Source: an optimization exercise on an open RTL-to-GDS flow (aim: small area). Production flows keep margins and buffers that such runs may drop. In this exercise RTL edits were held to simulation tests only and were not proved equivalent to the original. Power and IR drop assume default switching activity.

== v32 ==
==> flow/design.v (excerpt) <==
module DIMM  
  #(parameter BGWIDTH = 1,
  parameter BAWIDTH = 2,
  parameter ADDRWIDTH = 17,
  parameter COLWIDTH = 10,
  parameter CHWIDTH = 3,
  localparam NBANKS = 2**(BGWIDTH+BAWIDTH)
  )
  (
  input logic act_n,
  input logic [ADDRWIDTH-1:0] A,
  input logic [BGWIDTH-1:0] bg,
  input logic [BAWIDTH-1:0] ba,
  input logic ck2x,
  input logic cke,
  input logic cs_n,
  input logic reset_n,
  output logic stall,
  input logic [NBANKS-1:0] sync,
  output logic rden,
  output logic dqs_en,
  output logic [NBANKS*CHWIDTH-1:0] cRowId,
  output logic [NBANKS*COLWIDTH-1:0] ColId,
  output logic [NBANKS-1:0] rd_o_wr
  );
Size in the first run: ~7600 cells after synthesis, roughly 1600 flip-flops.
clock: 8.0 ns
lec_check: 0
cap_margin: 20
core_margin: 2
core_utilization: 65
cts_cluster_diameter: 75
cts_cluster_size: 28
slew_margin: 20
standard.sh (not shown) runs the stock make flow with config.mk's settings and CLKGATE_MAP_FILE= SYNTH_SCRIPT=/design/flow/synth_recipe.tcl, a recipe that flattens the netlist after the stock synthesis.
==> flow/flow/run.sh <==
#!/bin/bash
# The standard layout, with clock tree synthesis told not to add dummy loads
# for level balancing (same clustering as config.mk asks for), and the port
# buffers made from the smallest plain buffer.
set -e
export CTS_ARGS="-sink_clustering_enable -repair_clock_nets -sink_clustering_size 28 -sink_clustering_max_diameter 75 -dont_use_dummy_load"
export BUFFER_PORTS_ARGS="-buffer_cell sky130_fd_sc_hd__buf_1"
bash standard.sh > standard.log 2>&1
v32: done, clean on timing, DRC and antenna
Setup changes, v32 to v35
diff --git a/flow/flow/run.sh b/flow/flow/run.sh
--- a/flow/flow/run.sh
+++ b/flow/flow/run.sh
@@ -6 +6 @@
-export CTS_ARGS="-sink_clustering_enable -repair_clock_nets -sink_clustering_size 28 -sink_clustering_max_diameter 75 -dont_use_dummy_load"
+export CTS_ARGS="-sink_clustering_enable -repair_clock_nets -sink_clustering_size 32 -sink_clustering_max_diameter 70 -dont_use_dummy_load"
diff --git a/flow/config.mk b/flow/config.mk
--- a/flow/config.mk
+++ b/flow/config.mk
@@ -11,2 +11,2 @@
-export CTS_CLUSTER_DIAMETER = 75
-export CTS_CLUSTER_SIZE = 28
+export CTS_CLUSTER_DIAMETER = 70
+export CTS_CLUSTER_SIZE = 32
[summary]
Data-path buffer share of cell area in the final layout of v35 is on par with v32.
Between v35 and v32, the difference in first-pass GRT wire length is negligible.
Area growth from synthesis to final layout (lower): v32
On fraction of the cycle the final worst path needs, v35 and v32 are neck and neck.
Minimum clock period: v35 vs v32 up 0.0048 ns
The cell count on v32 is in line with that on v35.

* * *

DIMM, a different RTL version from the one above (not shown whole).
Size: roughly 7500 cells after synthesis, ~1600 flip-flops, ~150 I/O pins, ~71000 sq um of cells after synthesis.
==> flow/config.mk <==
export PLATFORM = sky130hd
export DESIGN_NAME = DIMM
export DESIGN_NICKNAME = DIMM
export VERILOG_FILES = /design/flow/design.v
export SDC_FILE = /design/flow/constraint.sdc
export NUM_CORES = 4
export LEC_CHECK = 0
export CAP_MARGIN = 20
export CORE_MARGIN = 2
export CORE_UTILIZATION = 65
export CTS_CLUSTER_DIAMETER = 80
export CTS_CLUSTER_SIZE = 24
export SLEW_MARGIN = 20
==> flow/constraint.sdc <==
create_clock -name core_clock -period 8.0 [get_ports {ck2x}]
set_input_delay 1.6000 -clock core_clock [delete_from_list [all_inputs] [get_ports {ck2x}]]
set_output_delay 1.6000 -clock core_clock [all_outputs]
set_load 0.01 [all_outputs]
==> flow/flow/run.sh <==
#!/bin/bash
# The standard layout, with clock tree synthesis told not to add dummy loads
# for level balancing (same clustering as config.mk asks for).
set -e
export CTS_ARGS="-sink_clustering_enable -repair_clock_nets -sink_clustering_size 24 -sink_clustering_max_diameter 80 -dont_use_dummy_load"
bash standard.sh > standard.log 2>&1
Next try:
CORE_UTILIZATION = 40   (was 65)
What happened: Critical path depth stays the same; via count falls by 1.1%; non-clock buffer count came out higher by 6; synthesized area does not change; worst hold slack barely changes; cell count goes up by 11%; utilization came out lower by 26 points; combinational power barely changes; design area rose by 2.2%; power climbs by 2.2%.
Next try:
==> flow/flow/run.sh (replaced) <==
#!/bin/bash
# The standard layout, with clock tree synthesis told not to add dummy loads
# for level balancing (same clustering as config.mk asks for), and the port
# buffers made from the smallest plain buffer.
set -e
export CTS_ARGS="-sink_clustering_enable -repair_clock_nets -sink_clustering_size 24 -sink_clustering_max_diameter 80 -dont_use_dummy_load"
export BUFFER_PORTS_ARGS="-buffer_cell sky130_fd_sc_hd__buf_1"
bash standard.sh > standard.log 2>&1
CORE_UTILIZATION = 70   (was 40)
PLACE_DENSITY = 0.8   (was default)
Outcome: Clock power drops by 10%; sequential share of layout area climbs by 1.6 points; worst hold slack hardly moves; setup slack gets better by 480 ps.

* * *

try-tundra:
Another version of the RTL of DIMM (not shown whole).
Size: ~7900 cells after synthesis.
==> flow/design.v (excerpt) <==
module DIMM  
  #(parameter BGWIDTH = 1,
  parameter BAWIDTH = 2,
  parameter ADDRWIDTH = 17,
  parameter COLWIDTH = 10,
  parameter CHWIDTH = 3,
  localparam NBANKS = 2**(BGWIDTH+BAWIDTH)
  )
  (
  input logic act_n,
  input logic [ADDRWIDTH-1:0] A,
  input logic [BGWIDTH-1:0] bg,
  input logic [BAWIDTH-1:0] ba,
  input logic ck2x,
  input logic cke,
  input logic cs_n,
  input logic reset_n,
  output logic stall,
  input logic [NBANKS-1:0] sync,
  output logic rden,
  output logic dqs_en,
  output logic [NBANKS*CHWIDTH-1:0] cRowId,
  output logic [NBANKS*COLWIDTH-1:0] ColId,
  output logic [NBANKS-1:0] rd_o_wr
  );
Settings: LEC_CHECK=0, CAP_MARGIN=20, CORE_MARGIN=2, CORE_UTILIZATION=40, SLEW_MARGIN=20; clock period 8.0 ns.
run.sh (not shown) runs the stock make flow with config.mk's settings and CLKGATE_MAP_FILE= SYNTH_SCRIPT=/design/flow/synth_recipe.tcl, a recipe that flattens the netlist after the stock synthesis.
Stock flow here: none of the scripts above is used.
try-tundra | status: complete | timing, DRC, antenna: pass
Changes in try-quartz relative to try-tundra:
- putting CTS_CLUSTER_SIZE at 24 where nothing was set
- putting CTS_CLUSTER_DIAMETER at 80 where nothing was set
Results
- Comparing try-tundra against try-quartz, there is no change at all in net count of the mapped netlist.
- Re synthesis-to-layout area growth: try-tundra was higher than try-quartz.
- Density: try-quartz sparser than try-tundra
- Routed wire length on try-quartz is down relative to try-tundra.
- When the final numbers for try-quartz and try-tundra were put side by side, the standby leakage power turned out to be greater in try-tundra.
- Between try-tundra and try-quartz, sequential cell fraction of total power increased.
- Between try-quartz and try-tundra, maximum frequency is higher for try-tundra, try-quartz comes in under that.
- try-quartz against try-tundra; total power is down by a little under 10%.
- Cmp try-quartz vs try-tundra: number of buffers created by CTS lower in try-quartz
- try-quartz has less setup slack than try-tundra.
- The final critical-path share of the clock period of try-quartz is higher than that of try-tundra.
The inputs of try-indigo differ from those of try-quartz as listed below.
- CTS_CLUSTER_SIZE no longer set, was 24
- CTS_BUF_LIST now sky130_fd_sc_hd__clkbuf_4 sky130_fd_sc_hd__clkbuf_8, previously not set
- CTS_CLUSTER_DIAMETER no longer set, was 80
- CORE_UTILIZATION now 60, was 40
Notes after the runs:
For try-quartz, the origin of the worst setup path was cs_n, unlike try-indigo, where it was A[15]. Taking try-quartz as the reference, in try-indigo die outline area now sits lower; area overhead of the layout relative to synthesis now sits higher; routing usage on met1 now sits higher.

[separate check: timing with driven ports]
The results above use ideal ports. As a check the final layouts listed here were re-extracted and re-timed, cells and wires unchanged. Step 1 sets driving cells, clkbuf_16 on the clock port and buf_2 on the other inputs (assumed; they add their load-dependent delay and slew). Step 2, shift: input delay + t, output delay - t, t = (earliest + latest rising clock arrival at the registers) / 2. This alone moves slack from input paths to output paths. a / b / c = ideal ports / drivers / drivers and shift; a / b = the first two.
run	t (ns)	slack for setup (ns)	worst data-port slew with drivers (ns)
v32	0.748	2.039 / 2.006 / 2.006	0.15
v35	0.757	2.034 / 2.003 / 2.003	0.15
the first run of note 2	0.742	1.881 / 1.775 / 1.676	0.21
the second run of note 2	0.787	1.801 / 1.778 / 1.778	0.16
the third run of note 2	0.746	2.285 / 2.266 / 1.902	0.11
try-tundra	0.913	2.262 / 2.174 / 1.888	0.11
try-quartz	0.849	2.240 / 2.151 / 1.872	0.11
try-indigo	1.027	1.947 / 1.852 / 1.852	0.15
After both steps every run listed still meets setup and hold. The setup slack of the third run of note 2, which loses most, moves by -0.019 ns with the drivers and by -0.383 ns with both steps.
